From an optimization exercise on the open Yosys and OpenROAD flow, aimed at small area; shortcuts taken in it are not production practice. Function was checked by simulation only, so behaviour that the tests miss may differ from the original. No activity file was given, so power comes from the tool's default toggle rates. The flow treats the clock pin as an ideal source, which a real chip does not have.

--- flow/flow/run.sh ---
#!/bin/bash
set -euo pipefail
export CTS_ARGS="-sink_clustering_enable -repair_clock_nets -buf_list sky130_fd_sc_hd__clkbuf_16 -root_buf sky130_fd_sc_hd__clkbuf_16 -sink_clustering_buffer sky130_fd_sc_hd__clkbuf_16 -dont_use_dummy_load -sink_clustering_size 35 -sink_clustering_max_diameter 70"
bash standard.sh > flow_make.log 2>&1
--- flow/standard.sh ---
#!/bin/bash
# synth_recipe.tcl (not shown) runs the flow's synth.tcl, then flattens the netlist and writes it again
# the make line also repeats each setting of config.mk as NAME=value (left out here)
make -C /OpenROAD-flow-scripts/flow DESIGN_CONFIG=/design/flow/config.mk WORK_HOME=/design/flow/orfs CLKGATE_MAP_FILE= SYNTH_SCRIPT=/design/flow/synth_recipe.tcl "${@:-finish}"
--- flow/config.mk ---
export PLATFORM = sky130hd
export DESIGN_NAME = trapezoidal_filter
export DESIGN_NICKNAME = trapezoidal_filter
export VERILOG_FILES = /design/flow/design.v
export SDC_FILE = /design/flow/constraint.sdc
export NUM_CORES = 4
export LEC_CHECK = 0
export CAP_MARGIN = 20
export CORE_MARGIN = 2
export CORE_UTILIZATION = 60
export SLEW_MARGIN = 20
--- flow/constraint.sdc ---
create_clock -name core_clock -period 10.0 [get_ports {SYS_CLK}]
set_input_delay 2.0000 -clock core_clock [delete_from_list [all_inputs] [get_ports {SYS_CLK}]]
set_output_delay 2.0000 -clock core_clock [all_outputs]
set_load 0.01 [all_outputs]
--- flow/design.v ---
module sub_e
(
	input [13:0] A,
	input [13:0] B,
	output [14:0] D
);
	wire se_1 = A[0] ^ B[0];
	wire se_2 = ~A[0] & B[0];
	wire se_3 = ~A[1] ^ B[1] ^ se_2;
	wire se_4 = (~A[1] & B[1]) | (~A[1] & se_2) | (B[1] & se_2);
	wire se_5 = ~A[2] ^ B[2] ^ se_4;
	wire se_6 = (~A[2] & B[2]) | (~A[2] & se_4) | (B[2] & se_4);
	wire se_7 = ~A[3] ^ B[3] ^ se_6;
	wire se_8 = (~A[3] & B[3]) | (~A[3] & se_6) | (B[3] & se_6);
	wire se_9 = ~A[4] ^ B[4] ^ se_8;
	wire se_10 = (~A[4] & B[4]) | (~A[4] & se_8) | (B[4] & se_8);
	wire se_11 = ~A[5] ^ B[5] ^ se_10;
	wire se_12 = (~A[5] & B[5]) | (~A[5] & se_10) | (B[5] & se_10);
	wire se_13 = ~A[6] ^ B[6] ^ se_12;
	wire se_14 = (~A[6] & B[6]) | (~A[6] & se_12) | (B[6] & se_12);
	wire se_15 = ~A[7] ^ B[7] ^ se_14;
	wire se_16 = (~A[7] & B[7]) | (~A[7] & se_14) | (B[7] & se_14);
	wire se_17 = ~A[8] ^ B[8] ^ se_16;
	wire se_18 = (~A[8] & B[8]) | (~A[8] & se_16) | (B[8] & se_16);
	wire se_19 = ~A[9] ^ B[9] ^ se_18;
	wire se_20 = (~A[9] & B[9]) | (~A[9] & se_18) | (B[9] & se_18);
	wire se_21 = ~A[10] ^ B[10] ^ se_20;
	wire se_22 = (~A[10] & B[10]) | (~A[10] & se_20) | (B[10] & se_20);
	wire se_23 = ~A[11] ^ B[11] ^ se_22;
	wire se_24 = (~A[11] & B[11]) | (~A[11] & se_22) | (B[11] & se_22);
	wire se_25 = ~A[12] ^ B[12] ^ se_24;
	wire se_26 = (~A[12] & B[12]) | (~A[12] & se_24) | (B[12] & se_24);
	wire se_27 = A[13] ^ ~B[13] ^ se_26;
	wire se_28 = (A[13] & ~B[13]) | (A[13] & se_26) | (~B[13] & se_26);
	assign D = {se_28, ~se_27, ~se_25, ~se_23, ~se_21, ~se_19, ~se_17, ~se_15, ~se_13, ~se_11, ~se_9, ~se_7, ~se_5, ~se_3, se_1};
endmodule
module upd_w
(
	input [9:0] WL,
	input [16:0] WH,
	input [14:0] E,
	input [5:0] R,
	input PA,
	input PB,
	input CI,
	output [9:0] WLN,
	output [16:0] WHN,
	output CO
);
	wire sz_1 = R[0] ^ PB ^ ~E[0];
	wire sz_2 = (R[0] & PB) | (R[0] & ~E[0]) | (PB & ~E[0]);
	wire sz_3 = E[0] ^ E[3];
	wire sz_4 = E[0] & E[3];
	wire sz_5 = ~R[4] ^ E[1] ^ E[4];
	wire sz_6 = (~R[4] & E[1]) | (~R[4] & E[4]) | (E[1] & E[4]);
	wire sz_7 = E[0] ^ E[2];
	wire sz_8 = E[0] & E[2];
	wire sz_9 = WL[0] ^ PA;
	wire sz_10 = WL[0] | PA;
	wire sz_11 = E[1] ^ E[3] ^ E[6];
	wire sz_12 = (E[1] & E[3]) | (E[1] & E[6]) | (E[3] & E[6]);
	wire sz_13 = E[2] ^ E[4];
	wire sz_14 = E[2] & E[4];
	wire sz_15 = E[3] ^ E[5];
	wire sz_16 = E[3] & E[5];
	wire sz_17 = E[4] ^ E[6];
	wire sz_18 = E[4] & E[6];
	wire sz_19 = WL[4] ^ E[0];
	wire sz_20 = WL[4] | E[0];
	wire sz_21 = E[5] ^ E[7] ^ E[10];
	wire sz_22 = (E[5] & E[7]) | (E[5] & E[10]) | (E[7] & E[10]);
	wire sz_23 = WL[5] ^ E[1];
	wire sz_24 = WL[5] | E[1];
	wire sz_25 = E[6] ^ E[8] ^ E[11];
	wire sz_26 = (E[6] & E[8]) | (E[6] & E[11]) | (E[8] & E[11]);
	wire sz_27 = WL[6] ^ E[2];
	wire sz_28 = WL[6] | E[2];
	wire sz_29 = E[7] ^ E[9] ^ E[12];
	wire sz_30 = (E[7] & E[9]) | (E[7] & E[12]) | (E[9] & E[12]);
	wire sz_31 = WL[7] ^ E[3];
	wire sz_32 = WL[7] | E[3];
	wire sz_33 = E[8] ^ E[10] ^ E[13];
	wire sz_34 = (E[8] & E[10]) | (E[8] & E[13]) | (E[10] & E[13]);
	wire sz_35 = WL[8] ^ E[4] ^ E[14];
	wire sz_36 = (WL[8] & E[4]) | (WL[8] & E[14]) | (E[4] & E[14]);
	wire sz_37 = WL[9] ^ E[5];
	wire sz_38 = WL[9] | E[5];
	wire sz_39 = WH[0] ^ E[6];
	wire sz_40 = WH[0] | E[6];
	wire sz_41 = WH[1] ^ E[7] ^ E[14];
	wire sz_42 = (WH[1] & E[7]) | (WH[1] & E[14]) | (E[7] & E[14]);
	wire sz_43 = WH[2] ^ E[8];
	wire sz_44 = WH[2] | E[8];
	wire sz_45 = WH[3] ^ E[9] ^ E[14];
	wire sz_46 = (WH[3] & E[9]) | (WH[3] & E[14]) | (E[9] & E[14]);
	wire sz_47 = WH[4] ^ E[10];
	wire sz_48 = WH[4] | E[10];
	wire sz_49 = WH[5] ^ E[11];
	wire sz_50 = WH[5] | E[11];
	wire sz_51 = WH[6] ^ E[12];
	wire sz_52 = WH[6] | E[12];
	wire sz_53 = WH[7] ^ E[13];
	wire sz_54 = WH[7] | E[13];
	wire sz_55 = sz_2 ^ R[1] ^ ~E[1];
	wire sz_56 = (sz_2 & R[1]) | (sz_2 & ~E[1]) | (R[1] & ~E[1]);
	wire sz_57 = sz_6 ^ sz_7 ^ E[5];
	wire sz_58 = (sz_6 & sz_7) | (sz_6 & E[5]) | (sz_7 & E[5]);
	wire sz_59 = sz_8 ^ sz_9 ^ sz_11;
	wire sz_60 = (sz_8 & sz_9) | (sz_8 & sz_11) | (sz_9 & sz_11);
	wire sz_61 = sz_12 ^ sz_13 ^ E[7];
	wire sz_62 = (sz_12 & sz_13) | (sz_12 & E[7]) | (sz_13 & E[7]);
	wire sz_63 = sz_14 ^ sz_15 ^ E[8];
	wire sz_64 = (sz_14 & sz_15) | (sz_14 & E[8]) | (sz_15 & E[8]);
	wire sz_65 = sz_16 ^ sz_17 ^ E[9];
	wire sz_66 = (sz_16 & sz_17) | (sz_16 & E[9]) | (sz_17 & E[9]);
	wire sz_67 = sz_18 ^ sz_19 ^ sz_21;
	wire sz_68 = (sz_18 & sz_19) | (sz_18 & sz_21) | (sz_19 & sz_21);
	wire sz_69 = sz_22 ^ sz_23 ^ sz_25;
	wire sz_70 = (sz_22 & sz_23) | (sz_22 & sz_25) | (sz_23 & sz_25);
	wire sz_71 = sz_26 ^ sz_27 ^ sz_29;
	wire sz_72 = (sz_26 & sz_27) | (sz_26 & sz_29) | (sz_27 & sz_29);
	wire sz_73 = sz_30 ^ sz_31 ^ sz_33;
	wire sz_74 = (sz_30 & sz_31) | (sz_30 & sz_33) | (sz_31 & sz_33);
	wire sz_75 = sz_34 ^ E[9] ^ E[11];
	wire sz_76 = (sz_34 & E[9]) | (sz_34 & E[11]) | (E[9] & E[11]);
	wire sz_77 = sz_37 ^ E[10] ^ E[12];
	wire sz_78 = (sz_37 & E[10]) | (sz_37 & E[12]) | (E[10] & E[12]);
	wire sz_79 = sz_39 ^ E[11] ^ E[13];
	wire sz_80 = (sz_39 & E[11]) | (sz_39 & E[13]) | (E[11] & E[13]);
	wire sz_81 = sz_40 ^ sz_41 ^ ~E[12];
	wire sz_82 = (sz_40 & sz_41) | (sz_40 & ~E[12]) | (sz_41 & ~E[12]);
	wire sz_83 = ~sz_42 ^ sz_43 ^ E[13];
	wire sz_84 = (~sz_42 & sz_43) | (~sz_42 & E[13]) | (sz_43 & E[13]);
	wire sz_85 = sz_54 ^ WH[8] ^ ~E[14];
	wire sz_86 = (sz_54 & WH[8]) | (sz_54 & ~E[14]) | (WH[8] & ~E[14]);
	wire sz_87 = sz_56 ^ R[2] ^ ~E[2];
	wire sz_88 = (sz_56 & R[2]) | (sz_56 & ~E[2]) | (R[2] & ~E[2]);
	wire sz_89 = sz_58 ^ sz_59 ^ PB;
	wire sz_90 = (sz_58 & sz_59) | (sz_58 & PB) | (sz_59 & PB);
	wire sz_91 = sz_10 ^ WL[1] ^ ~sz_60;
	wire sz_92 = (sz_10 & WL[1]) | (sz_10 & ~sz_60) | (WL[1] & ~sz_60);
	wire sz_93 = ~WL[2] ^ sz_62 ^ sz_63;
	wire sz_94 = (~WL[2] & sz_62) | (~WL[2] & sz_63) | (sz_62 & sz_63);
	wire sz_95 = ~WL[3] ^ sz_64 ^ sz_65;
	wire sz_96 = (~WL[3] & sz_64) | (~WL[3] & sz_65) | (sz_64 & sz_65);
	wire sz_97 = ~sz_20 ^ sz_68 ^ sz_69;
	wire sz_98 = (~sz_20 & sz_68) | (~sz_20 & sz_69) | (sz_68 & sz_69);
	wire sz_99 = ~sz_24 ^ sz_70 ^ sz_71;
	wire sz_100 = (~sz_24 & sz_70) | (~sz_24 & sz_71) | (sz_70 & sz_71);
	wire sz_101 = ~sz_28 ^ sz_72 ^ sz_73;
	wire sz_102 = (~sz_28 & sz_72) | (~sz_28 & sz_73) | (sz_72 & sz_73);
	wire sz_103 = sz_32 ^ sz_35 ^ ~sz_74;
	wire sz_104 = (sz_32 & sz_35) | (sz_32 & ~sz_74) | (sz_35 & ~sz_74);
	wire sz_105 = ~sz_36 ^ sz_76 ^ sz_77;
	wire sz_106 = (~sz_36 & sz_76) | (~sz_36 & sz_77) | (sz_76 & sz_77);
	wire sz_107 = ~sz_38 ^ sz_78 ^ sz_79;
	wire sz_108 = (~sz_38 & sz_78) | (~sz_38 & sz_79) | (sz_78 & sz_79);
	wire sz_109 = sz_44 ^ sz_45 ^ ~sz_84;
	wire sz_110 = (sz_44 & sz_45) | (sz_44 & ~sz_84) | (sz_45 & ~sz_84);
	wire sz_111 = sz_86 ^ WH[9];
	wire sz_112 = sz_86 | WH[9];
	wire sz_113 = sz_88 ^ R[3] ^ ~sz_3;
	wire sz_114 = (sz_88 & R[3]) | (sz_88 & ~sz_3) | (R[3] & ~sz_3);
	wire sz_115 = ~sz_91 ^ sz_90 ^ sz_61;
	wire sz_116 = (~sz_91 & sz_90) | (~sz_91 & sz_61) | (sz_90 & sz_61);
	wire sz_117 = sz_96 ^ sz_66 ^ sz_67;
	wire sz_118 = (sz_96 & sz_66) | (sz_96 & sz_67) | (sz_66 & sz_67);
	wire sz_119 = ~sz_103 ^ sz_102 ^ sz_75;
	wire sz_120 = (~sz_103 & sz_102) | (~sz_103 & sz_75) | (sz_102 & sz_75);
	wire sz_121 = ~sz_81 ^ sz_108 ^ sz_80;
	wire sz_122 = (~sz_81 & sz_108) | (~sz_81 & sz_80) | (sz_108 & sz_80);
	wire sz_123 = sz_110 ^ sz_46 ^ ~sz_47;
	wire sz_124 = (sz_110 & sz_46) | (sz_110 & ~sz_47) | (sz_46 & ~sz_47);
	wire sz_125 = sz_112 ^ WH[10];
	wire sz_126 = sz_112 | WH[10];
	wire sz_127 = ~sz_114 ^ sz_4 ^ sz_5;
	wire sz_128 = (~sz_114 & sz_4) | (~sz_114 & sz_5) | (sz_4 & sz_5);
	wire sz_129 = ~sz_92 ^ sz_116 ^ sz_93;
	wire sz_130 = (~sz_92 & sz_116) | (~sz_92 & sz_93) | (sz_116 & sz_93);
	wire sz_131 = ~sz_104 ^ sz_120 ^ sz_105;
	wire sz_132 = (~sz_104 & sz_120) | (~sz_104 & sz_105) | (sz_120 & sz_105);
	wire sz_133 = ~sz_82 ^ sz_122 ^ sz_83;
	wire sz_134 = (~sz_82 & sz_122) | (~sz_82 & sz_83) | (sz_122 & sz_83);
	wire sz_135 = sz_124 ^ sz_48 ^ ~sz_49;
	wire sz_136 = (sz_124 & sz_48) | (sz_124 & ~sz_49) | (sz_48 & ~sz_49);
	wire sz_137 = sz_126 ^ WH[11];
	wire sz_138 = sz_126 | WH[11];
	wire sz_139 = ~R[5] ^ sz_128 ^ sz_57;
	wire sz_140 = (~R[5] & sz_128) | (~R[5] & sz_57) | (sz_128 & sz_57);
	wire sz_141 = sz_130 ^ sz_94 ^ sz_95;
	wire sz_142 = (sz_130 & sz_94) | (sz_130 & sz_95) | (sz_94 & sz_95);
	wire sz_143 = sz_132 ^ sz_106 ^ sz_107;
	wire sz_144 = (sz_132 & sz_106) | (sz_132 & sz_107) | (sz_106 & sz_107);
	wire sz_145 = sz_136 ^ sz_50 ^ ~sz_51;
	wire sz_146 = (sz_136 & sz_50) | (sz_136 & ~sz_51) | (sz_50 & ~sz_51);
	wire sz_147 = sz_138 ^ WH[12];
	wire sz_148 = sz_138 | WH[12];
	wire sz_149 = sz_146 ^ sz_52 ^ ~sz_53;
	wire sz_150 = (sz_146 & sz_52) | (sz_146 & ~sz_53) | (sz_52 & ~sz_53);
	wire sz_151 = sz_148 ^ WH[13];
	wire sz_152 = sz_148 | WH[13];
	wire sz_153 = sz_152 ^ WH[14];
	wire sz_154 = sz_152 | WH[14];
	wire sz_155 = sz_154 ^ WH[15];
	wire sz_156 = sz_154 | WH[15];
	wire sz_157 = sz_1 ^ PA;
	wire sz_158 = sz_1 & ~PA;
	wire sz_159 = sz_55 ^ sz_158;
	wire sz_160 = sz_55 & sz_158;
	wire sz_161 = sz_87 ^ sz_160;
	wire sz_162 = sz_87 & sz_160;
	wire sz_163 = sz_113 ^ sz_162;
	wire sz_164 = sz_113 & sz_162;
	wire sz_165 = sz_127 ^ sz_164;
	wire sz_166 = ~sz_127 & sz_164;
	wire sz_167 = sz_139 ^ sz_166;
	wire sz_168 = ~sz_139 & sz_166;
	wire sz_169 = sz_140 ^ sz_89 ^ ~sz_168;
	wire sz_170 = (sz_140 & sz_89) | (sz_140 & ~sz_168) | (sz_89 & ~sz_168);
	wire sz_171 = sz_115 ^ sz_170;
	wire sz_172 = sz_115 | sz_170;
	wire sz_173 = sz_129 ^ sz_172;
	wire sz_174 = sz_129 | sz_172;
	wire sz_175 = sz_141 ^ sz_174;
	wire sz_176 = sz_141 | sz_174;
	wire sz_177 = sz_142 ^ sz_117 ^ sz_176;
	wire sz_178 = (sz_142 & sz_117) | (sz_142 & sz_176) | (sz_117 & sz_176);
	wire sz_179 = sz_118 ^ sz_97 ^ sz_178;
	wire sz_180 = (sz_118 & sz_97) | (sz_118 & sz_178) | (sz_97 & sz_178);
	wire sz_181 = sz_98 ^ sz_99 ^ sz_180;
	wire sz_182 = (sz_98 & sz_99) | (sz_98 & sz_180) | (sz_99 & sz_180);
	wire sz_183 = sz_100 ^ sz_101 ^ sz_182;
	wire sz_184 = (sz_100 & sz_101) | (sz_100 & sz_182) | (sz_101 & sz_182);
	wire sz_185 = sz_119 ^ sz_184;
	wire sz_186 = sz_119 | sz_184;
	wire sz_187 = sz_131 ^ sz_186;
	wire sz_188 = sz_131 | sz_186;
	wire sz_189 = sz_143 ^ CI;
	wire sz_190 = ~sz_143 & CI;
	wire sz_191 = sz_144 ^ sz_121 ^ ~sz_190;
	wire sz_192 = (sz_144 & sz_121) | (sz_144 & ~sz_190) | (sz_121 & ~sz_190);
	wire sz_193 = sz_133 ^ sz_192;
	wire sz_194 = sz_133 | sz_192;
	wire sz_195 = ~sz_109 ^ sz_134 ^ sz_194;
	wire sz_196 = (~sz_109 & sz_134) | (~sz_109 & sz_194) | (sz_134 & sz_194);
	wire sz_197 = sz_123 ^ sz_196;
	wire sz_198 = sz_123 & ~sz_196;
	wire sz_199 = sz_135 ^ sz_198;
	wire sz_200 = sz_135 & sz_198;
	wire sz_201 = sz_145 ^ sz_200;
	wire sz_202 = sz_145 & sz_200;
	wire sz_203 = sz_149 ^ sz_202;
	wire sz_204 = sz_149 & sz_202;
	wire sz_205 = sz_150 ^ sz_85 ^ sz_204;
	wire sz_206 = (sz_150 & sz_85) | (sz_150 & sz_204) | (sz_85 & sz_204);
	wire sz_207 = sz_111 ^ sz_206;
	wire sz_208 = ~sz_111 & sz_206;
	wire sz_209 = sz_125 ^ sz_208;
	wire sz_210 = ~sz_125 & sz_208;
	wire sz_211 = sz_137 ^ sz_210;
	wire sz_212 = ~sz_137 & sz_210;
	wire sz_213 = sz_147 ^ sz_212;
	wire sz_214 = ~sz_147 & sz_212;
	wire sz_215 = sz_151 ^ sz_214;
	wire sz_216 = ~sz_151 & sz_214;
	wire sz_217 = sz_153 ^ sz_216;
	wire sz_218 = ~sz_153 & sz_216;
	wire sz_219 = sz_155 ^ sz_218;
	wire sz_220 = ~sz_155 & sz_218;
	wire sz_221 = sz_156 ^ ~WH[16] ^ sz_220;
	wire sz_222 = (sz_156 & ~WH[16]) | (sz_156 & sz_220) | (~WH[16] & sz_220);
	assign WLN = {sz_187, sz_185, ~sz_183, ~sz_181, ~sz_179, ~sz_177, sz_175, sz_173, sz_171, ~sz_169};
	assign WHN = {sz_221, ~sz_219, ~sz_217, ~sz_215, ~sz_213, ~sz_211, ~sz_209, ~sz_207, sz_205, sz_203, sz_201, sz_199, ~sz_197, ~sz_195, sz_193, ~sz_191, ~sz_189};
	assign CO = ~sz_188;
endmodule
module rem_b
(
	input [5:0] B,
	input P,
	output [5:0] R
);
	wire sr_1 = B[0] ^ P;
	wire sr_2 = ~B[0] & P;
	wire sr_3 = B[1] ^ B[0];
	wire sr_4 = B[1] | B[0];
	wire sr_5 = B[2] ^ B[1];
	wire sr_6 = B[2] | B[1];
	wire sr_7 = B[3] ^ B[2];
	wire sr_8 = B[3] | B[2];
	wire sr_9 = B[4] ^ B[3];
	wire sr_10 = B[4] | B[3];
	wire sr_11 = B[5] ^ B[4];
	wire sr_12 = B[5] | B[4];
	wire sr_13 = sr_4 ^ B[0] ^ ~sr_5;
	wire sr_14 = (sr_4 & B[0]) | (sr_4 & ~sr_5) | (B[0] & ~sr_5);
	wire sr_15 = sr_6 ^ B[1] ^ ~sr_7;
	wire sr_16 = (sr_6 & B[1]) | (sr_6 & ~sr_7) | (B[1] & ~sr_7);
	wire sr_17 = sr_8 ^ B[2] ^ B[0];
	wire sr_18 = (sr_8 & B[2]) | (sr_8 & B[0]) | (B[2] & B[0]);
	wire sr_19 = sr_10 ^ B[3] ^ B[1];
	wire sr_20 = (sr_10 & B[3]) | (sr_10 & B[1]) | (B[3] & B[1]);
	wire sr_21 = sr_16 ^ sr_17 ^ ~sr_9;
	wire sr_22 = (sr_16 & sr_17) | (sr_16 & ~sr_9) | (sr_17 & ~sr_9);
	wire sr_23 = sr_18 ^ sr_19 ^ ~sr_11;
	wire sr_24 = (sr_18 & sr_19) | (sr_18 & ~sr_11) | (sr_19 & ~sr_11);
	wire sr_25 = sr_2 ^ sr_3;
	wire sr_26 = sr_2 | sr_3;
	wire sr_27 = sr_13 ^ sr_26;
	wire sr_28 = sr_13 & ~sr_26;
	wire sr_29 = sr_14 ^ sr_15 ^ sr_28;
	wire sr_30 = (sr_14 & sr_15) | (sr_14 & sr_28) | (sr_15 & sr_28);
	wire sr_31 = sr_21 ^ sr_30;
	wire sr_32 = sr_21 & sr_30;
	wire sr_33 = sr_22 ^ sr_23 ^ sr_32;
	wire sr_34 = (sr_22 & sr_23) | (sr_22 & sr_32) | (sr_23 & sr_32);
	assign R = {sr_33, sr_31, sr_29, ~sr_27, sr_25, sr_1};
endmodule
module get_s
(
	input [16:0] WH,
	input [14:0] E,
	input CI,
	output [16:0] S
);
	wire ss_1 = WH[14] ^ E[14];
	wire ss_2 = ~WH[14] & E[14];
	wire ss_3 = WH[15] ^ ss_2;
	wire ss_4 = ~WH[15] & ss_2;
	wire ss_5 = WH[0] ^ E[0] ^ CI;
	wire ss_6 = (WH[0] & E[0]) | (WH[0] & CI) | (E[0] & CI);
	wire ss_7 = WH[1] ^ E[1] ^ ss_6;
	wire ss_8 = (WH[1] & E[1]) | (WH[1] & ss_6) | (E[1] & ss_6);
	wire ss_9 = WH[2] ^ E[2] ^ ss_8;
	wire ss_10 = (WH[2] & E[2]) | (WH[2] & ss_8) | (E[2] & ss_8);
	wire ss_11 = WH[3] ^ E[3] ^ ss_10;
	wire ss_12 = (WH[3] & E[3]) | (WH[3] & ss_10) | (E[3] & ss_10);
	wire ss_13 = WH[4] ^ E[4] ^ ss_12;
	wire ss_14 = (WH[4] & E[4]) | (WH[4] & ss_12) | (E[4] & ss_12);
	wire ss_15 = WH[5] ^ E[5] ^ ss_14;
	wire ss_16 = (WH[5] & E[5]) | (WH[5] & ss_14) | (E[5] & ss_14);
	wire ss_17 = WH[6] ^ E[6] ^ ss_16;
	wire ss_18 = (WH[6] & E[6]) | (WH[6] & ss_16) | (E[6] & ss_16);
	wire ss_19 = WH[7] ^ E[7] ^ ss_18;
	wire ss_20 = (WH[7] & E[7]) | (WH[7] & ss_18) | (E[7] & ss_18);
	wire ss_21 = WH[8] ^ E[8] ^ ss_20;
	wire ss_22 = (WH[8] & E[8]) | (WH[8] & ss_20) | (E[8] & ss_20);
	wire ss_23 = WH[9] ^ E[9] ^ ss_22;
	wire ss_24 = (WH[9] & E[9]) | (WH[9] & ss_22) | (E[9] & ss_22);
	wire ss_25 = WH[10] ^ E[10] ^ ss_24;
	wire ss_26 = (WH[10] & E[10]) | (WH[10] & ss_24) | (E[10] & ss_24);
	wire ss_27 = WH[11] ^ E[11] ^ ss_26;
	wire ss_28 = (WH[11] & E[11]) | (WH[11] & ss_26) | (E[11] & ss_26);
	wire ss_29 = WH[12] ^ E[12] ^ ss_28;
	wire ss_30 = (WH[12] & E[12]) | (WH[12] & ss_28) | (E[12] & ss_28);
	wire ss_31 = WH[13] ^ E[13] ^ ss_30;
	wire ss_32 = (WH[13] & E[13]) | (WH[13] & ss_30) | (E[13] & ss_30);
	wire ss_33 = ss_1 ^ ss_32;
	wire ss_34 = ss_1 & ss_32;
	wire ss_35 = ss_3 ^ ss_34;
	wire ss_36 = ss_3 & ss_34;
	wire ss_37 = ss_4 ^ WH[16] ^ ~ss_36;
	wire ss_38 = (ss_4 & WH[16]) | (ss_4 & ~ss_36) | (WH[16] & ~ss_36);
	assign S = {~ss_37, ss_35, ss_33, ss_31, ss_29, ss_27, ss_25, ss_23, ss_21, ss_19, ss_17, ss_15, ss_13, ss_11, ss_9, ss_7, ss_5};
endmodule
module upd_m
(
	input [21:0] M,
	input [16:0] SN,
	input [16:0] SO,
	input CI,
	output [21:0] MN,
	output CO
);
	wire sm_1 = M[0] ^ SN[0];
	wire sm_2 = M[0] | SN[0];
	wire sm_3 = M[1] ^ SN[1] ^ ~SO[1];
	wire sm_4 = (M[1] & SN[1]) | (M[1] & ~SO[1]) | (SN[1] & ~SO[1]);
	wire sm_5 = M[2] ^ SN[2] ^ ~SO[2];
	wire sm_6 = (M[2] & SN[2]) | (M[2] & ~SO[2]) | (SN[2] & ~SO[2]);
	wire sm_7 = M[3] ^ SN[3] ^ ~SO[3];
	wire sm_8 = (M[3] & SN[3]) | (M[3] & ~SO[3]) | (SN[3] & ~SO[3]);
	wire sm_9 = M[4] ^ SN[4] ^ ~SO[4];
	wire sm_10 = (M[4] & SN[4]) | (M[4] & ~SO[4]) | (SN[4] & ~SO[4]);
	wire sm_11 = M[5] ^ SN[5] ^ ~SO[5];
	wire sm_12 = (M[5] & SN[5]) | (M[5] & ~SO[5]) | (SN[5] & ~SO[5]);
	wire sm_13 = M[6] ^ SN[6] ^ ~SO[6];
	wire sm_14 = (M[6] & SN[6]) | (M[6] & ~SO[6]) | (SN[6] & ~SO[6]);
	wire sm_15 = M[7] ^ SN[7] ^ ~SO[7];
	wire sm_16 = (M[7] & SN[7]) | (M[7] & ~SO[7]) | (SN[7] & ~SO[7]);
	wire sm_17 = M[8] ^ SN[8] ^ ~SO[8];
	wire sm_18 = (M[8] & SN[8]) | (M[8] & ~SO[8]) | (SN[8] & ~SO[8]);
	wire sm_19 = M[9] ^ SN[9] ^ ~SO[9];
	wire sm_20 = (M[9] & SN[9]) | (M[9] & ~SO[9]) | (SN[9] & ~SO[9]);
	wire sm_21 = M[10] ^ SN[10] ^ ~SO[10];
	wire sm_22 = (M[10] & SN[10]) | (M[10] & ~SO[10]) | (SN[10] & ~SO[10]);
	wire sm_23 = M[11] ^ SN[11] ^ ~SO[11];
	wire sm_24 = (M[11] & SN[11]) | (M[11] & ~SO[11]) | (SN[11] & ~SO[11]);
	wire sm_25 = M[12] ^ SN[12] ^ ~SO[12];
	wire sm_26 = (M[12] & SN[12]) | (M[12] & ~SO[12]) | (SN[12] & ~SO[12]);
	wire sm_27 = M[13] ^ SN[13] ^ ~SO[13];
	wire sm_28 = (M[13] & SN[13]) | (M[13] & ~SO[13]) | (SN[13] & ~SO[13]);
	wire sm_29 = M[14] ^ SN[14] ^ ~SO[14];
	wire sm_30 = (M[14] & SN[14]) | (M[14] & ~SO[14]) | (SN[14] & ~SO[14]);
	wire sm_31 = M[15] ^ SN[15] ^ ~SO[15];
	wire sm_32 = (M[15] & SN[15]) | (M[15] & ~SO[15]) | (SN[15] & ~SO[15]);
	wire sm_33 = M[16] ^ SO[16] ^ ~SN[16];
	wire sm_34 = (M[16] & SO[16]) | (M[16] & ~SN[16]) | (SO[16] & ~SN[16]);
	wire sm_35 = sm_34 ^ M[17];
	wire sm_36 = sm_34 | M[17];
	wire sm_37 = sm_36 ^ M[18];
	wire sm_38 = sm_36 | M[18];
	wire sm_39 = sm_38 ^ M[19];
	wire sm_40 = sm_38 | M[19];
	wire sm_41 = sm_40 ^ M[20];
	wire sm_42 = sm_40 | M[20];
	wire sm_43 = sm_1 ^ SO[0];
	wire sm_44 = sm_1 | SO[0];
	wire sm_45 = sm_2 ^ sm_3 ^ ~sm_44;
	wire sm_46 = (sm_2 & sm_3) | (sm_2 & ~sm_44) | (sm_3 & ~sm_44);
	wire sm_47 = sm_4 ^ sm_5 ^ sm_46;
	wire sm_48 = (sm_4 & sm_5) | (sm_4 & sm_46) | (sm_5 & sm_46);
	wire sm_49 = sm_6 ^ sm_7 ^ sm_48;
	wire sm_50 = (sm_6 & sm_7) | (sm_6 & sm_48) | (sm_7 & sm_48);
	wire sm_51 = sm_8 ^ sm_9 ^ sm_50;
	wire sm_52 = (sm_8 & sm_9) | (sm_8 & sm_50) | (sm_9 & sm_50);
	wire sm_53 = sm_10 ^ sm_11 ^ sm_52;
	wire sm_54 = (sm_10 & sm_11) | (sm_10 & sm_52) | (sm_11 & sm_52);
	wire sm_55 = sm_12 ^ sm_13 ^ sm_54;
	wire sm_56 = (sm_12 & sm_13) | (sm_12 & sm_54) | (sm_13 & sm_54);
	wire sm_57 = sm_14 ^ sm_15 ^ sm_56;
	wire sm_58 = (sm_14 & sm_15) | (sm_14 & sm_56) | (sm_15 & sm_56);
	wire sm_59 = sm_16 ^ sm_17 ^ sm_58;
	wire sm_60 = (sm_16 & sm_17) | (sm_16 & sm_58) | (sm_17 & sm_58);
	wire sm_61 = sm_18 ^ sm_19 ^ sm_60;
	wire sm_62 = (sm_18 & sm_19) | (sm_18 & sm_60) | (sm_19 & sm_60);
	wire sm_63 = sm_20 ^ sm_21 ^ sm_62;
	wire sm_64 = (sm_20 & sm_21) | (sm_20 & sm_62) | (sm_21 & sm_62);
	wire sm_65 = sm_22 ^ sm_23 ^ CI;
	wire sm_66 = (sm_22 & sm_23) | (sm_22 & CI) | (sm_23 & CI);
	wire sm_67 = sm_24 ^ sm_25 ^ sm_66;
	wire sm_68 = (sm_24 & sm_25) | (sm_24 & sm_66) | (sm_25 & sm_66);
	wire sm_69 = sm_26 ^ sm_27 ^ sm_68;
	wire sm_70 = (sm_26 & sm_27) | (sm_26 & sm_68) | (sm_27 & sm_68);
	wire sm_71 = sm_28 ^ sm_29 ^ sm_70;
	wire sm_72 = (sm_28 & sm_29) | (sm_28 & sm_70) | (sm_29 & sm_70);
	wire sm_73 = sm_30 ^ sm_31 ^ sm_72;
	wire sm_74 = (sm_30 & sm_31) | (sm_30 & sm_72) | (sm_31 & sm_72);
	wire sm_75 = sm_32 ^ sm_33 ^ sm_74;
	wire sm_76 = (sm_32 & sm_33) | (sm_32 & sm_74) | (sm_33 & sm_74);
	wire sm_77 = sm_35 ^ sm_76;
	wire sm_78 = ~sm_35 & sm_76;
	wire sm_79 = sm_37 ^ sm_78;
	wire sm_80 = ~sm_37 & sm_78;
	wire sm_81 = sm_39 ^ sm_80;
	wire sm_82 = ~sm_39 & sm_80;
	wire sm_83 = sm_41 ^ sm_82;
	wire sm_84 = ~sm_41 & sm_82;
	wire sm_85 = sm_42 ^ ~M[21] ^ sm_84;
	wire sm_86 = (sm_42 & ~M[21]) | (sm_42 & sm_84) | (~M[21] & sm_84);
	assign MN = {sm_85, ~sm_83, ~sm_81, ~sm_79, ~sm_77, sm_75, sm_73, sm_71, sm_69, sm_67, sm_65, sm_63, sm_61, sm_59, sm_57, sm_55, sm_53, sm_51, sm_49, sm_47, sm_45, sm_43};
	assign CO = sm_64;
endmodule
module mul273
(
	input [21:0] M,
	input CI,
	output [12:0] HI,
	output C13
);
	wire sf_1 = M[0] ^ M[4] ^ M[8];
	wire sf_2 = (M[0] & M[4]) | (M[0] & M[8]) | (M[4] & M[8]);
	wire sf_3 = M[1] ^ M[5] ^ M[9];
	wire sf_4 = (M[1] & M[5]) | (M[1] & M[9]) | (M[5] & M[9]);
	wire sf_5 = M[2] ^ M[6] ^ M[10];
	wire sf_6 = (M[2] & M[6]) | (M[2] & M[10]) | (M[6] & M[10]);
	wire sf_7 = M[3] ^ M[7] ^ M[11];
	wire sf_8 = (M[3] & M[7]) | (M[3] & M[11]) | (M[7] & M[11]);
	wire sf_9 = M[4] ^ M[8] ^ M[12];
	wire sf_10 = (M[4] & M[8]) | (M[4] & M[12]) | (M[8] & M[12]);
	wire sf_11 = M[5] ^ M[9] ^ M[13];
	wire sf_12 = (M[5] & M[9]) | (M[5] & M[13]) | (M[9] & M[13]);
	wire sf_13 = M[6] ^ M[10] ^ M[14];
	wire sf_14 = (M[6] & M[10]) | (M[6] & M[14]) | (M[10] & M[14]);
	wire sf_15 = M[7] ^ M[11] ^ M[15];
	wire sf_16 = (M[7] & M[11]) | (M[7] & M[15]) | (M[11] & M[15]);
	wire sf_17 = M[8] ^ M[12] ^ M[16];
	wire sf_18 = (M[8] & M[12]) | (M[8] & M[16]) | (M[12] & M[16]);
	wire sf_19 = M[9] ^ M[13] ^ M[17];
	wire sf_20 = (M[9] & M[13]) | (M[9] & M[17]) | (M[13] & M[17]);
	wire sf_21 = M[10] ^ M[14] ^ M[18];
	wire sf_22 = (M[10] & M[14]) | (M[10] & M[18]) | (M[14] & M[18]);
	wire sf_23 = M[11] ^ M[15] ^ M[19];
	wire sf_24 = (M[11] & M[15]) | (M[11] & M[19]) | (M[15] & M[19]);
	wire sf_25 = M[12] ^ M[16] ^ M[20];
	wire sf_26 = (M[12] & M[16]) | (M[12] & M[20]) | (M[16] & M[20]);
	wire sf_27 = M[13] ^ M[17];
	wire sf_28 = M[13] | M[17];
	wire sf_29 = M[14] ^ M[18];
	wire sf_30 = M[14] | M[18];
	wire sf_31 = M[15] ^ M[19];
	wire sf_32 = M[15] | M[19];
	wire sf_33 = M[16] ^ M[20];
	wire sf_34 = M[16] | M[20];
	wire sf_35 = sf_6 ^ sf_7 ^ CI;
	wire sf_36 = (sf_6 & sf_7) | (sf_6 & CI) | (sf_7 & CI);
	wire sf_37 = sf_14 ^ sf_15 ^ CI;
	wire sf_38 = (sf_14 & sf_15) | (sf_14 & CI) | (sf_15 & CI);
	wire sf_39 = sf_22 ^ sf_23 ^ CI;
	wire sf_40 = (sf_22 & sf_23) | (sf_22 & CI) | (sf_23 & CI);
	wire sf_41 = ~sf_26 ^ sf_27 ^ M[21];
	wire sf_42 = (~sf_26 & sf_27) | (~sf_26 & M[21]) | (sf_27 & M[21]);
	wire sf_43 = sf_34 ^ M[17] ^ ~M[21];
	wire sf_44 = (sf_34 & M[17]) | (sf_34 & ~M[21]) | (M[17] & ~M[21]);
	wire sf_45 = sf_36 ^ sf_8 ^ sf_9;
	wire sf_46 = (sf_36 & sf_8) | (sf_36 & sf_9) | (sf_8 & sf_9);
	wire sf_47 = sf_38 ^ sf_16 ^ sf_17;
	wire sf_48 = (sf_38 & sf_16) | (sf_38 & sf_17) | (sf_16 & sf_17);
	wire sf_49 = sf_40 ^ sf_24 ^ sf_25;
	wire sf_50 = (sf_40 & sf_24) | (sf_40 & sf_25) | (sf_24 & sf_25);
	wire sf_51 = ~sf_28 ^ sf_42 ^ sf_29;
	wire sf_52 = (~sf_28 & sf_42) | (~sf_28 & sf_29) | (sf_42 & sf_29);
	wire sf_53 = sf_46 ^ sf_10 ^ sf_11;
	wire sf_54 = (sf_46 & sf_10) | (sf_46 & sf_11) | (sf_10 & sf_11);
	wire sf_55 = sf_48 ^ sf_18 ^ sf_19;
	wire sf_56 = (sf_48 & sf_18) | (sf_48 & sf_19) | (sf_18 & sf_19);
	wire sf_57 = ~sf_30 ^ sf_52 ^ sf_31;
	wire sf_58 = (~sf_30 & sf_52) | (~sf_30 & sf_31) | (sf_52 & sf_31);
	wire sf_59 = sf_54 ^ sf_12 ^ sf_13;
	wire sf_60 = (sf_54 & sf_12) | (sf_54 & sf_13) | (sf_12 & sf_13);
	wire sf_61 = sf_56 ^ sf_20 ^ sf_21;
	wire sf_62 = (sf_56 & sf_20) | (sf_56 & sf_21) | (sf_20 & sf_21);
	wire sf_63 = ~sf_32 ^ sf_58 ^ sf_33;
	wire sf_64 = (~sf_32 & sf_58) | (~sf_32 & sf_33) | (sf_58 & sf_33);
	wire sf_65 = M[0] ^ M[4];
	wire sf_66 = M[0] & M[4];
	wire sf_67 = M[1] ^ M[5] ^ sf_66;
	wire sf_68 = (M[1] & M[5]) | (M[1] & sf_66) | (M[5] & sf_66);
	wire sf_69 = M[2] ^ M[6] ^ sf_68;
	wire sf_70 = (M[2] & M[6]) | (M[2] & sf_68) | (M[6] & sf_68);
	wire sf_71 = M[3] ^ M[7] ^ sf_70;
	wire sf_72 = (M[3] & M[7]) | (M[3] & sf_70) | (M[7] & sf_70);
	wire sf_73 = sf_1 ^ sf_72;
	wire sf_74 = sf_1 & sf_72;
	wire sf_75 = sf_2 ^ sf_3 ^ sf_74;
	wire sf_76 = (sf_2 & sf_3) | (sf_2 & sf_74) | (sf_3 & sf_74);
	wire sf_77 = sf_4 ^ sf_5 ^ sf_76;
	wire sf_78 = (sf_4 & sf_5) | (sf_4 & sf_76) | (sf_5 & sf_76);
	wire sf_79 = sf_35 ^ sf_78;
	wire sf_80 = sf_35 & sf_78;
	wire sf_81 = sf_45 ^ sf_80;
	wire sf_82 = sf_45 & sf_80;
	wire sf_83 = sf_60 ^ sf_37;
	wire sf_84 = sf_60 & sf_37;
	wire sf_85 = sf_47 ^ sf_84;
	wire sf_86 = sf_47 & sf_84;
	wire sf_87 = sf_55 ^ sf_86;
	wire sf_88 = sf_55 & sf_86;
	wire sf_89 = sf_61 ^ sf_88;
	wire sf_90 = sf_61 & sf_88;
	wire sf_91 = sf_62 ^ sf_39 ^ sf_90;
	wire sf_92 = (sf_62 & sf_39) | (sf_62 & sf_90) | (sf_39 & sf_90);
	wire sf_93 = sf_49 ^ sf_92;
	wire sf_94 = sf_49 & sf_92;
	wire sf_95 = sf_50 ^ ~sf_41 ^ sf_94;
	wire sf_96 = (sf_50 & ~sf_41) | (sf_50 & sf_94) | (~sf_41 & sf_94);
	wire sf_97 = sf_51 ^ sf_96;
	wire sf_98 = ~sf_51 & sf_96;
	wire sf_99 = sf_57 ^ sf_98;
	wire sf_100 = ~sf_57 & sf_98;
	wire sf_101 = sf_63 ^ sf_100;
	wire sf_102 = ~sf_63 & sf_100;
	wire sf_103 = ~sf_64 ^ sf_43 ^ sf_102;
	wire sf_104 = (~sf_64 & sf_43) | (~sf_64 & sf_102) | (sf_43 & sf_102);
	assign HI = {sf_103, ~sf_101, ~sf_99, ~sf_97, sf_95, sf_93, sf_91, sf_89, sf_87, sf_85, sf_83, sf_59, sf_53};
	assign C13 = sf_82;
endmodule
module inc13
(
	input [12:0] HI,
	input CI,
	output [12:0] O
);
	wire so_1 = HI[0] ^ CI;
	wire so_2 = HI[0] & CI;
	wire so_3 = HI[1] ^ so_2;
	wire so_4 = HI[1] & so_2;
	wire so_5 = HI[2] ^ so_4;
	wire so_6 = HI[2] & so_4;
	wire so_7 = HI[3] ^ so_6;
	wire so_8 = HI[3] & so_6;
	wire so_9 = HI[4] ^ so_8;
	wire so_10 = HI[4] & so_8;
	wire so_11 = HI[5] ^ so_10;
	wire so_12 = HI[5] & so_10;
	wire so_13 = HI[6] ^ so_12;
	wire so_14 = HI[6] & so_12;
	wire so_15 = HI[7] ^ so_14;
	wire so_16 = HI[7] & so_14;
	wire so_17 = HI[8] ^ so_16;
	wire so_18 = HI[8] & so_16;
	wire so_19 = HI[9] ^ so_18;
	wire so_20 = HI[9] & so_18;
	wire so_21 = HI[10] ^ so_20;
	wire so_22 = HI[10] & so_20;
	wire so_23 = HI[11] ^ so_22;
	wire so_24 = HI[11] & so_22;
	wire so_25 = HI[12] ^ so_24;
	wire so_26 = HI[12] & so_24;
	assign O = {so_25, so_23, so_21, so_19, so_17, so_15, so_13, so_11, so_9, so_7, so_5, so_3, so_1};
endmodule
module trapezoidal_filter
(
	input SYS_CLK ,
	input RESET_N ,
	input signed [13:0] DATA_IN ,
	output signed [13:0] DATA_OUT ,
	output OVERFLOW
) ;
	localparam HD = 375;	 
	localparam SD = 28;	 
	reg [8:0] n;
	always @(negedge RESET_N or posedge SYS_CLK)
		if (!RESET_N) n <= 9'd0;
		else if (n != HD) n <= n + 9'd1;
	reg [13:0] H [0:HD-1];
	integer i;
	always @(posedge SYS_CLK) begin
		H[0] <= DATA_IN;
		for (i = 1; i < HD; i = i + 1) H[i] <= H[i-1];
	end
	wire [13:0] xa = (n >= 9'd3)    ? H[2]    : 14'd0;
	wire [13:0] xb = (n == HD)      ? H[HD-1] : 14'd0;
	wire [13:0] ya = (n >= 9'd2)    ? H[1]    : 14'd0;
	wire [13:0] yb = (n >= HD - 1)  ? H[HD-2] : 14'd0;
	wire [14:0] En;
	reg  [14:0] E;
	sub_e u_e (.A(ya), .B(yb), .D(En));
	always @(negedge RESET_N or posedge SYS_CLK)
		if (!RESET_N) E <= 15'd0;
		else E <= En;
	wire [5:0] rb;
	rem_b u_r (.B(xb[5:0]), .P(~xb[13]), .R(rb));
	reg  [9:0]  WL;
	reg  [16:0] WH;
	reg         cW;
	wire [9:0]  WLn;
	wire [16:0] WHn;
	wire        cWn;
	upd_w u_w (.WL(WL), .WH(WH), .E(E), .R(rb), .PA(~xa[13]), .PB(~xb[13]), .CI(cW),
		.WLN(WLn), .WHN(WHn), .CO(cWn));
	always @(negedge RESET_N or posedge SYS_CLK)
		if (!RESET_N) begin
			WL <= 10'd0;
			WH <= 17'd0;
			cW <= 1'b0;
		end else begin
			WL <= WLn;
			WH <= WHn;
			cW <= cWn;
		end
	wire [16:0] s;
	get_s u_s (.WH(WH), .E(E), .CI(cW), .S(s));
	reg [16:0] S [0:SD-1];
	always @(negedge RESET_N or posedge SYS_CLK)
		if (!RESET_N) S[0] <= 17'd0;
		else S[0] <= s;
	always @(posedge SYS_CLK)
		for (i = 1; i < SD; i = i + 1) S[i] <= S[i-1];
	wire [16:0] so = (n >= SD - 1) ? S[SD-1] : 17'd0;
	reg  [21:0] M;
	reg         cM;
	wire [21:0] Mn;
	wire        cMn;
	upd_m u_m (.M(M), .SN(S[0]), .SO(so), .CI(cM), .MN(Mn), .CO(cMn));
	always @(negedge RESET_N or posedge SYS_CLK)
		if (!RESET_N) begin
			M  <= 22'd0;
			cM <= 1'b0;
		end else begin
			M  <= Mn;
			cM <= cMn;
		end
	wire [12:0] hi;
	wire        c13;
	mul273 u_f (.M(M), .CI(cM), .HI(hi), .C13(c13));
	wire neg = M[21] ^ (cM & (&M[20:11]));
	reg [12:0] OH;
	reg        OC;
	always @(negedge RESET_N or posedge SYS_CLK)
		if (!RESET_N) begin
			OH <= 13'd0;
			OC <= 1'b0;
		end else begin
			OH <= neg ? 13'd0 : hi;
			OC <= neg ? 1'b0 : c13;
		end
	wire [12:0] o;
	inc13 u_i (.HI(OH), .CI(OC), .O(o));
	assign DATA_OUT = {1'b0, o};
	assign OVERFLOW = 1'b0;
endmodule
==> run notes, run 1 <==
CP top delay family = adder cells
Final antenna-violating net count = 0
Drt drc = 0
Lkg Pwr = 53.9 nW
Drt via density = 4.14
CTS Buf Count = 198
FF+latch count, synth = 5808
Grt peak-use layer = met1
DR WL/cell = 12.4 um
# IOs = 31
Worst Hold Class = register to register
Slew @ Worst Pin = 902 ps
Setup_tns = 0 ps
Min Clock Period, post-route = 7610 ps
Max Slew Vio Count = 0
Skew final = 82.6 ps
All-Layer GR Usage = 11.5%
Gr ovfl total = 0
Clock root cell = clkbuf_16
Max VDD drop = 0.198 mV
Post-CTS setup buffer count = 0
Register area = 0.117 mm^2
Clock power share = 25.8%
CP dominant cell by count = fa_1
Clock-pin slew on the worst setup and hold paths = 110 ps
Clk sinks = 5808
Dpl hpwl = 60.3 mm
Synthesized area = 0.123 mm^2
Die ar. = 0.209 mm^2
Initial DRC Count = 1644
Max FO, Critical Path = 13
Post-CTS Hold Fix Bufs = 0
Yosys warnings = 5
Setup Crit Path Kind = register to register
Register area share after synthesis = 94.9%
Area occupied by multi-input gates = 0.00517 mm^2
CTS tree = yes
Core area = 0.204 mm^2
Clk buf depth = 3
Synth unique cells = 38
Crit path DAT = 8310 ps
Worst-Skew Late Latency = 820 ps
Share of layout cells above drive strength 1 = 3.09%
Status = timing/DRC/antenna clean
Die height = 457 um
Crit. End Element = register
Combinational Power Share = 6.5%
Final Hold Vio Count = 0
First drt pass iteration count = 4
Flop pwr share = 67.7%
Setup-failing EPs final = 0
Vias in the first global route = 38.4k
# rows = 166
P_sw = 7.68 mW
Die Wd = 457 um
Instance count of the mapped netlist = 6490
Final Instance Area = 0.132 mm^2
Cell Int Power = 29.2 mW
F_max = 131 MHz
Final wirelength = 116 mm
Layout area overhead = 6.89%
PortBufs = 28
PwrDens = 280 mW/mm^2
Mean post-synth cell area = 19.0 um^2
Gpl congestion = 0.730
CP max stage delay = 540 ps
Period utilization = 76.1%
Largest net degree at the start of global routing = 68
CP Buf/Inv Count = 7
Met3 usage = 2.62%
Setup crit start kind = register
CP max stage cell = fa_1
Met2 usage = 14.5%
Initial antenna violation count = 11
Relative slew slack = 39.9%
Met1 usage = 19.1%
Post-placement cell area = 0.127 mm^2
Worst EP required = 10700 ps
Fillers = 14.4k
Via count = 38.9k
Sw Share = 20.8%
Nets = 6965
Count of cells resized by post-cts repair = 0
Unrepaired setup endpoints after global routing = no
First-pass GRT wire length = 197 mm
Max-cap violations = 0
H-tree depth reported by CTS = 4
Starting Density = 60.2%
## logic make-up after synthesis
kind of cell | share of synthesized area (%)
AO/OA/AOI/OAI | 0.0854
multiplexers | 0.00915
other | 0.00305
AND/OR/NAND/NOR | 0.445
XOR/XNOR | 0.211
buffers and inverters | 0.925
adder cells (fa/ha/maj) | 3.44
flip-flops | 94.9
## final timing paths
kind / start / end / slack (ps) / cells past startpoint
hold / removal: H[338][8] / H[339][8] / 240 / 0
setup / recovery: n[1] / WL[9] / 2390 / 29
hold reg to reg: H[338][8] / H[339][8] / 240 / 0
max in group asynchronous: RESET_N / E[3] / 7430 / 2
setup reg to reg: n[1] / WL[9] / 2390 / 29
min in group asynchronous: RESET_N / OH[2] / 1150 / 1
## worst register-to-register path: cells and delay by family, from the launching register on
family | cells | cell delay (ps)
DFF | 1 | 470
and+or+nand+nor | 3 | 950
adders and majority gates | 19 | 5700
buffers and inverters | 7 | 390
## metrics by stage
step	instances	hold slack [ps]	setup slack, ps	util, %	total power, mW
after floorplan	6491	310	3090	-	27.1
after detailed placement	9189	312	2370	62.0	28.0
after global placement	9189	310	2300	62.0	28.0
after CTS	9387	248	2320	64.4	37.4
after global routing	9388	236	1920	64.4	38.8
final	9391	243	2390	64.4	36.9
## per-layer routing
metal | vias to the layer above | part of all wire, %
li1 | 19900 | -
met1 | 18500 | 58
met2 | 286 | 35
met3 | 238 | 4.0
met4 | 10 | 2.8
met5 | - | 0.051
## cell usage after synthesis
cell | count | share of area [%]
xor3_1 | 1 | 0.019
buf_2 | 1 | 0.0041
ha_1 | 97 | 0.99
buf_6 | 1 | 0.0091
clkbuf_1 | 2 | 0.0061
nor3_1 | 4 | 0.016
and2_1 | 41 | 0.21
o21ai_0 | 6 | 0.024
and3b_1 | 1 | 0.0071
nor3_2 | 1 | 0.0081
nor3b_1 | 1 | 0.0061
mux2_2 | 1 | 0.0091
a211o_1 | 1 | 0.0071
fa_1 | 151 | 2.5
nor2b_1 | 1 | 0.0051
dfxtp_1 | 5702 | 93
o21ai_1 | 1 | 0.0041
nor4_1 | 1 | 0.0051
dfrtp_1 | 106 | 2.2
nor4_2 | 1 | 0.010
nand2_1 | 26 | 0.079
inv_2 | 1 | 0.0030
a21oi_1 | 2 | 0.0081
buf_4 | 16 | 0.098
a21o_1 | 1 | 0.0061
a22oi_1 | 1 | 0.0061
and3_1 | 2 | 0.010
a211oi_1 | 1 | 0.0061
nor2_1 | 14 | 0.043
o21a_1 | 3 | 0.018
xnor2_1 | 22 | 0.16
nand4_1 | 5 | 0.025
inv_1 | 264 | 0.80
xor2_1 | 5 | 0.036
nand3_1 | 3 | 0.012
conb_1 | 1 | 0.0030
or3_4 | 1 | 0.0091
o22ai_1 | 1 | 0.0051
## cells in the final DEF (no fill, tap or decap), drive strengths merged, types with 5 or more instances in the layout
master | netlist | final
xnor2 | 22 | 22
nand2 | 26 | 26
xor2 | 5 | 5
clkbuf | 2 | 198
ha | 97 | 97
nand4 | 5 | 5
nor3 | 5 | 5
nor2 | 14 | 14
and2 | 41 | 41
clkdlybuf4s50 | 0 | 27
dfrtp | 106 | 106
dfxtp | 5702 | 5702
inv | 265 | 265
fa | 151 | 151
o21ai | 7 | 7
## sequential cells by signal, summed over array words and instances, names as in the netlist
register	flops
n	9
M	22
E	15
cW	1
H	5243
S	476
WL	10
cM	1
OH	13
WH	17
OC	1
## layout make-up
| cell class | instances | area share [%] |
|---|---|---|
| Sequential cell | 5808 | 88.8 |
| Multi-Input combinational cell | 398 | 3.93 |
| Clock buffer | 198 | 3.77 |
| Tap cell | 2688 | 2.56 |
| Inverter | 265 | 0.756 |
| Timing Repair Buffer | 30 | 0.222 |
| Antenna cell | 4 | 0.00761 |
## power by group through the flow
stage               registers (mW)  clock network, mW  logic (mW)
finish                        25.0               9.51        2.41
global route                  25.1               10.7        2.98
CTS                           25.0               9.90        2.50
detailed placement            25.5                  0        2.47
global placement              25.5                  0        2.47
floorplan                     25.3                  0        1.82
==> inputs of run 2 (changes only) <==
==> flow/flow/run.sh (replaced) <==
#!/bin/bash
set -euo pipefail
export CTS_ARGS="-sink_clustering_enable -repair_clock_nets -buf_list sky130_fd_sc_hd__clkbuf_16 -root_buf sky130_fd_sc_hd__clkbuf_16 -sink_clustering_buffer sky130_fd_sc_hd__clkbuf_16 -dont_use_dummy_load -sink_clustering_size 35 -sink_clustering_max_diameter 70"
export BUFFER_PORTS_ARGS="-buffer_cell sky130_fd_sc_hd__buf_1"
bash standard.sh > flow_make.log 2>&1
==> run 2 against run 1 <==
Compared with the run above: still clean on timing, DRC and antenna; via count fell by 0.53%; power barely moved; worst setup slack got worse by 48 ps; die area did not move; sequential share of layout area rose by 0.13 points; utilization fell by 0.097 points; register-to-register slack got worse by 50 ps; synthesized cell count did not move; routed wire length rose by 1.0%; first-iteration DRC count fell by 1.5%; clock skew rose by 9.1 ps; clock power barely moved; critical endpoint unchanged; largest cell class unchanged; highest routed layer unchanged.
==> run notes, run 2 <==
Status = timing/DRC/antenna clean (unchanged)
Worst Hold Class = register to register (unchanged)
Sw Share = 20.9% (was 20.8%)
Count of cells resized by post-cts repair = 0 (unchanged)
EDFF count, synth = 0 (unchanged)
Yosys warnings = 5 (unchanged)
Ys flop type = dfxtp_1 (unchanged)
All-Layer GR Usage = 11.6% (was 11.5%)
Synthesized area = 0.123 mm^2 (unchanged)
PortBufs = 28 (unchanged)
Cells on worst reg2reg path = 27 (was 29)
F_max = 131 MHz (about the same)
Worst hold start = H[340][8] (was H[338][8])
Core area = 0.204 mm^2 (unchanged)
DR WL/cell = 12.5 um (was 12.4 um)
Worst R2R Setup Slack = 2340 ps (was 2390 ps)
Cell Int Power = 29.1 mW (was 29.2 mW)
Most frequent cells in the layout = dfxtp_1, inv_1, clkbuf_16 (unchanged)
Die height = 457 um (unchanged)
Max VDD drop = 0.224 mV (was 0.198 mV)
Die Wd = 457 um (unchanged)
Starting Density = 60.2% (unchanged)
Via count = 38.7k (was 38.9k)
Vias in the first global route = 38.6k (was 38.4k)
Final antenna-violating net count = 0 (unchanged)
Skew final = 91.7 ps (was 82.6 ps)
CTS Buf Count = 197 (was 198)
Top Registers = H (5243), S (476), M (22) (unchanged)
Post-CTS setup buffer count = 0 (unchanged)
Largest net degree at the start of global routing = 56 (was 68)
Initial antenna violation count = 8 (was 11)
Gr ovfl total = 0 (unchanged)
Setup_tns = 0 ps (unchanged)
Hold slack = 267 ps (was 243 ps)
Dpl hpwl = 61.4 mm (was 60.3 mm)
Post-CTS Hold Fix Bufs = 0 (unchanged)
H-tree depth reported by CTS = 4 (unchanged)
Asr flop ratio synth = 1.83% (unchanged)
# IOs = 31 (unchanged)
CP max stage cell = fa_1 (unchanged)
Relative slew slack = 37.9% (was 39.9%)
Clk sinks = 5808 (unchanged)
CP dominant cell by count = fa_1 (unchanged)
Min Clock Period, post-route = 7660 ps (was 7610 ps)
P_sw = 7.71 mW (was 7.68 mW)
Most frequent cells after synthesis = dfxtp_1, inv_1, fa_1 (unchanged)
Share of the synthesized area in the top cell type = 92.7% (unchanged)
Top cells by area, synth = dfxtp_1, fa_1, dfrtp_1, ha_1, inv_1 (unchanged)
Lkg Pwr = 53.8 nW (was 53.9 nW)
Setup Crit Path Kind = register to register (unchanged)
Clk buf depth = 3 (unchanged)
Max-cap violations = 0 (unchanged)
Drt via density = 4.12 (was 4.14)
Flop pwr share = 67.8% (was 67.7%)
First-pass GRT wire length = 199 mm (was 197 mm)
Nets = 6963 (was 6965)
FF+latch count, synth = 5808 (unchanged)
Slew @ Worst Pin = 931 ps (was 902 ps)
Post-placement cell area = 0.126 mm^2 (was 0.127 mm^2)
Final wirelength = 117 mm (was 116 mm)
Unrepaired setup endpoints after global routing = no (unchanged)
CP max stage delay = 540 ps (about the same)
Setup-failing EPs final = 0 (unchanged)
Worst EP required = 10700 ps (about the same)
Drt drc = 0 (unchanged)
Initial DRC Count = 1620 (was 1644)
PwrDens = 280 mW/mm^2 (about the same)
Max FO, Critical Path = 13 (unchanged)
Crit path DAT = 8360 ps (was 8310 ps)
Cell taking the most area after synthesis = dfxtp_1 (unchanged)
Synth unique cells = 38 (unchanged)
R2r endpoint = WL[9] (unchanged)
Final Hold Vio Count = 0 (unchanged)
Crit. End Element = register (unchanged)
Worst R2R Start = n[1] (unchanged)
Combinational Power Share = 6.4% (was 6.5%)
Max Slew Vio Count = 0 (unchanged)
Share of layout cells above drive strength 1 = 3.06% (was 3.09%)
First drt pass iteration count = 4 (unchanged)
Layout area overhead = 6.73% (was 6.89%)
Hold Path End = H[341][8] (was H[339][8])
Period utilization = 76.6% (was 76.1%)
Mean post-synth cell area = 19.0 um^2 (unchanged)
Most numerous cell in the Yosys netlist = dfxtp_1 (unchanged)
Commonest non-fill, non-tap cell in the layout = dfxtp_1 (unchanged)
Final Instance Area = 0.131 mm^2 (was 0.132 mm^2)
Setup crit start kind = register (unchanged)
Register area share after synthesis = 94.9% (unchanged)
Largest register FFs = 5243 (unchanged)
# rows = 166 (unchanged)
Clock root cell = clkbuf_16 (unchanged)
Gpl congestion = 0.737 (was 0.730)
Most flops, register = H (unchanged)
Instance count of the mapped netlist = 6490 (unchanged)
Cell depth of the worst hold path = 0 (unchanged)
CTS tree = yes (unchanged)
Clock-pin slew on the worst setup and hold paths = 100 ps (was 110 ps)
Clock power share = 25.8% (about the same)
Worst-Skew Late Latency = 840 ps (was 820 ps)
Die ar. = 0.209 mm^2 (unchanged)
## run 2: per-layer routing
layer / wire [um] / vias to the layer above / GRT usage (%)
li1: - / 19900 / -
met1: 68100 / 18300 / 19.4
met2: 41100 / 292 / 14.6
met3: 5000 / 233 / 2.67
met4: 3010 / 6 / 3.55
met5: 36 / - / 0
## run 2: power by group through the flow
stage          clock network [mW]  registers (mW)  logic [mW]
2_1_floorplan                   0            25.3        1.82
3_3_place_gp                    0            25.5        2.43
3_5_place_dp                    0            25.5        2.44
4_1_cts                      9.89            25.0        2.47
5_1_grt                      10.7            25.1        2.95
6_report                     9.50            25.0        2.37
## run 2: cells by family (layout without fill, tap and decap cells)
| group | count (synthesis) | in the layout | synth area share [%] |
|---|---|---|---|
| and+or+nand+nor | 102 | 102 | 0.445 |
| AOI/OAI and AO/OA | 17 | 17 | 0.0854 |
| other | 1 | 7 | 0.00305 |
| xor gates and xnor gates | 28 | 28 | 0.211 |
| DFF | 5808 | 5808 | 94.9 |
| buffers and inverters | 285 | 491 | 0.925 |
| adders and majority gates | 248 | 248 | 3.44 |
| muxes | 1 | 1 | 0.00915 |
## run 2: critical path: cells and delay by family (launching register included)
| family | cells | cell delay [ps] |
|---|---|---|
| flip-flops | 1 | 470 |
| buffers and inverters | 6 | 360 |
| AO/OA/AOI/OAI | 1 | 280 |
| adder cells (fa/ha/maj) | 17 | 5480 |
| AND/OR/NAND/NOR | 3 | 950 |
## run 2: how the worst max path moves through the flow
stage,start,endpoint,slack (ps),cells after the start
after CTS,n[1],WL[9],2280,27
after global placement,n[1],WL[9],2310,29
after floorplan,n[1],WL[9],3090,30
final,n[1],WL[9],2340,27
after global routing,n[1],WL[9],1820,29
after detailed placement,n[1],WL[9],2290,27
## run 2: cell type report
cell class | count | area [um^2]
diodes | 5 | 12.5
well taps | 2688 | 3360
inverters | 265 | 995
clock buffers | 197 | 4930
flip-flops and latches | 5808 | 117000
fillers | 14400 | 73000
repair buffers | 29 | 116
multi-input cells | 398 | 5170
## run 2: per-stage QoR
step | utilization (%) | power, mW | cells | setup slack [ps]
global placement | 61.9 | 27.9 | 9188 | 2310
floorplan | - | 27.1 | 6491 | 3090
CTS | 64.3 | 37.4 | 9385 | 2280
global route | 64.3 | 38.8 | 9387 | 1820
finish | 64.3 | 36.8 | 9390 | 2340
detailed placement | 61.9 | 28.0 | 9188 | 2290
==> inputs of run 3 (changes only) <==
==> flow/flow/run.sh (replaced) <==
#!/bin/bash
set -euo pipefail
export CTS_ARGS="-sink_clustering_enable -repair_clock_nets -buf_list sky130_fd_sc_hd__clkbuf_16 -root_buf sky130_fd_sc_hd__clkbuf_16 -sink_clustering_buffer sky130_fd_sc_hd__clkbuf_16 -dont_use_dummy_load -sink_clustering_size 35 -sink_clustering_max_diameter 70"
export BUFFER_PORTS_ARGS="-buffer_cell sky130_fd_sc_hd__buf_1"
export SYNTH_ARGS="-noabc"
bash standard.sh > flow_make.log 2>&1
==> run 3 against run 2 <==
Compared with the run above: clock power decreased by 0.7%; design area is 0.41% lower; routed wire length down 1.9%; clock skew down 12 ps; cell count decreased by 1.5%; first-iteration DRC count up 5.5%; worst setup slack lost 770 ps; maximum frequency is 9.1% lower; power is 0.47% lower; sequential power hardly changed; global-route usage down 0.10 points; critical path type unchanged.
==> run notes, run 3 <==
PortBufs = 28 (unchanged)
Instance count of the mapped netlist = 6372 (was 6490)
Max-cap violations = 0 (unchanged)
Final Instance Area = 0.131 mm^2 (about the same)
Core area = 0.203 mm^2 (was 0.204 mm^2)
Slew @ Worst Pin = 926 ps (was 931 ps)
Die Wd = 456 um (was 457 um)
Initial DRC Count = 1709 (was 1620)
Setup crit start kind = register (unchanged)
Period utilization = 84.3% (was 76.6%)
Starting Density = 60.5% (was 60.2%)
Clock-pin slew on the worst setup and hold paths = 100 ps (about the same)
Nets = 6846 (was 6963)
Share of the synthesized area in the top cell type = 93.1% (was 92.7%)
Dpl hpwl = 58.6 mm (was 61.4 mm)
EDFF count, synth = 0 (unchanged)
Die ar. = 0.208 mm^2 (was 0.209 mm^2)
F_max = 119 MHz (was 131 MHz)
Die height = 456 um (was 457 um)
Most flops, register = H (unchanged)
DR WL/cell = 12.4 um (was 12.5 um)
CTS tree = yes (unchanged)
Combinational Power Share = 6.2% (was 6.4%)
Mean post-synth cell area = 19.3 um^2 (was 19.0 um^2)
Crit. End Element = register (unchanged)
Status = timing/DRC/antenna clean (unchanged)
Most numerous cell in the Yosys netlist = dfxtp_1 (unchanged)
Register area share after synthesis = 95.2% (was 94.9%)
# rows = 165 (was 166)
Fillers = 14.2k (was 14.4k)
Final Hold Vio Count = 0 (unchanged)
CTS Buf Count = 194 (was 197)
CP dominant cell by count = fa_1 (unchanged)
PwrDens = 280 mW/mm^2 (about the same)
Largest register FFs = 5243 (unchanged)
Setup-failing EPs final = 0 (unchanged)
FF+latch count, synth = 5808 (unchanged)
Final antenna-violating net count = 0 (unchanged)
Largest net degree at the start of global routing = 68 (was 56)
Gr ovfl total = 0 (unchanged)
Most frequent cells after synthesis = dfxtp_1, inv_1, fa_1 (unchanged)
Synthesized area = 0.123 mm^2 (about the same)
Final wirelength = 115 mm (was 117 mm)
Via count = 38.4k (was 38.7k)
Relative slew slack = 38.3% (was 37.9%)
Drt drc = 0 (unchanged)
Flop pwr share = 68.1% (was 67.8%)
Drt via density = 4.15 (was 4.12)
CP max stage delay = 560 ps (was 540 ps)
First-pass GRT wire length = 198 mm (was 199 mm)
# IOs = 31 (unchanged)
Worst-Skew Late Latency = 830 ps (was 840 ps)
CP Buf/Inv Count = 1 (was 6)
Share of layout cells above drive strength 1 = 3.22% (was 3.06%)
Clk buf depth = 3 (unchanged)
Max FO, Critical Path = 14 (was 13)
Max Slew Vio Count = 0 (unchanged)
Lkg Pwr = 53.1 nW (was 53.8 nW)
Crit path DAT = 9150 ps (was 8360 ps)
P_sw = 7.58 mW (was 7.71 mW)
Unrepaired setup endpoints after global routing = no (unchanged)
Cell Int Power = 29.1 mW (about the same)
Count of cells resized by post-cts repair = 0 (unchanged)
H-tree depth reported by CTS = 4 (unchanged)
Top Registers = H (5243), S (476), M (22) (unchanged)
CP max stage cell = or4_1 (was fa_1)
Asr flop ratio synth = 1.83% (unchanged)
CP top delay family = adder cells (unchanged)
Setup_tns = 0 ps (unchanged)
Cell taking the most area after synthesis = dfxtp_1 (unchanged)
Top cells by area, synth = dfxtp_1, fa_1, dfrtp_1, ha_1, inv_1 (unchanged)
run 3: cell types whose count changed after synthesis, moves of 2 or more:
cell      delta
xnor2_1      -3
inv_1      -107
and2_1      -27
fa_1         +4
clkbuf_1     +2
and2_2       +4
nor2_1       -6
and2_4       +8
nand2_1     +13
o21ai_0      -3
a31o_2       +2
run 3: power by group through the flow:
stage / Clock [mW] / Combinational [mW] / Sequential (mW)
5_1_grt: 10.6 / 2.78 / 25.2
2_1_floorplan: 0 / 1.74 / 25.3
4_1_cts: 9.82 / 2.37 / 25.0
3_3_place_gp: 0 / 2.29 / 25.5
3_5_place_dp: 0 / 2.35 / 25.5
6_report: 9.43 / 2.26 / 25.0
run 3: kinds of logic (layout without fill, tap and decap cells):
| kind of cell | Yosys count | in the layout | synth area share [%] |
|---|---|---|---|
| compound gates | 12 | 12 | 0.0653 |
| xor+xnor | 24 | 24 | 0.171 |
| fa+ha+maj | 252 | 252 | 3.52 |
| buf+inv | 178 | 381 | 0.597 |
| flops | 5808 | 5808 | 95.2 |
| mux | 1 | 1 | 0.00816 |
| other cells | 1 | 3 | 0.00306 |
| simple gates | 96 | 96 | 0.415 |
run 3: final cells by class:
class / count / area [um^2] / area share (%)
multi-input combinational: 387 / 5130 / 3.92
sequential: 5808 / 117000 / 89.3
clock buffer: 194 / 4850 / 3.71
antenna: 1 / 2.50 / 0.00191
tap: 2672 / 3340 / 2.56
inverter: 157 / 589 / 0.450
timing repair buffer: 30 / 124 / 0.0947
run 3: per-layer routing:
| metal | vias up | wire (um) | track usage, % |
|---|---|---|---|
| li1 | 19600 | - | - |
| met3 | 245 | 3910 | 2.35 |
| met5 | - | 0 | 0 |
| met2 | 279 | 41500 | 14.9 |
| met1 | 18300 | 66200 | 19.0 |
| met4 | 0 | 3410 | 3.85 |
run 3: final timing paths:
check                            from  cells after the start         end  slack, ps
setup / recovery                 n[7]                     19       E[13]       1570
hold / removal             H[367][12]                      0  H[368][12]        270
hold reg to reg            H[367][12]                      0  H[368][12]        270
min in group asynchronous     RESET_N                      1       M[14]       1180
setup reg to reg                 n[7]                     19       E[13]       1570
max in group asynchronous     RESET_N                      2       WL[5]       7400
run 3: worst reg2reg max path, delay by kind of cell (launching register included):
kind	cells	cell delay [ps]
adder cells (fa/ha/maj)	14	6290
AND/OR/NAND/NOR	4	1540
flip-flops	1	450
buffers and inverters	1	60
run 3: metrics by stage:
step	util [%]	hold slack, ps	power, mW	setup slack, ps	std cells
after floorplan	-	310	27.1	1910	6373
after global placement	62.1	310	27.8	1670	9054
after detailed placement	62.1	312	27.9	1580	9054
after CTS	64.5	276	37.2	1520	9248
after global routing	64.5	278	38.5	1280	9249
final	64.5	273	36.7	1570	9249

Check on run 3: ideal ports give 1.572 ns setup slack; a clkbuf_16 on the clock port and buf_2 on the inputs give 1.572 ns; moving port delays by the midpoint clock arrival (0.875 ns) as well gives 1.572 ns.
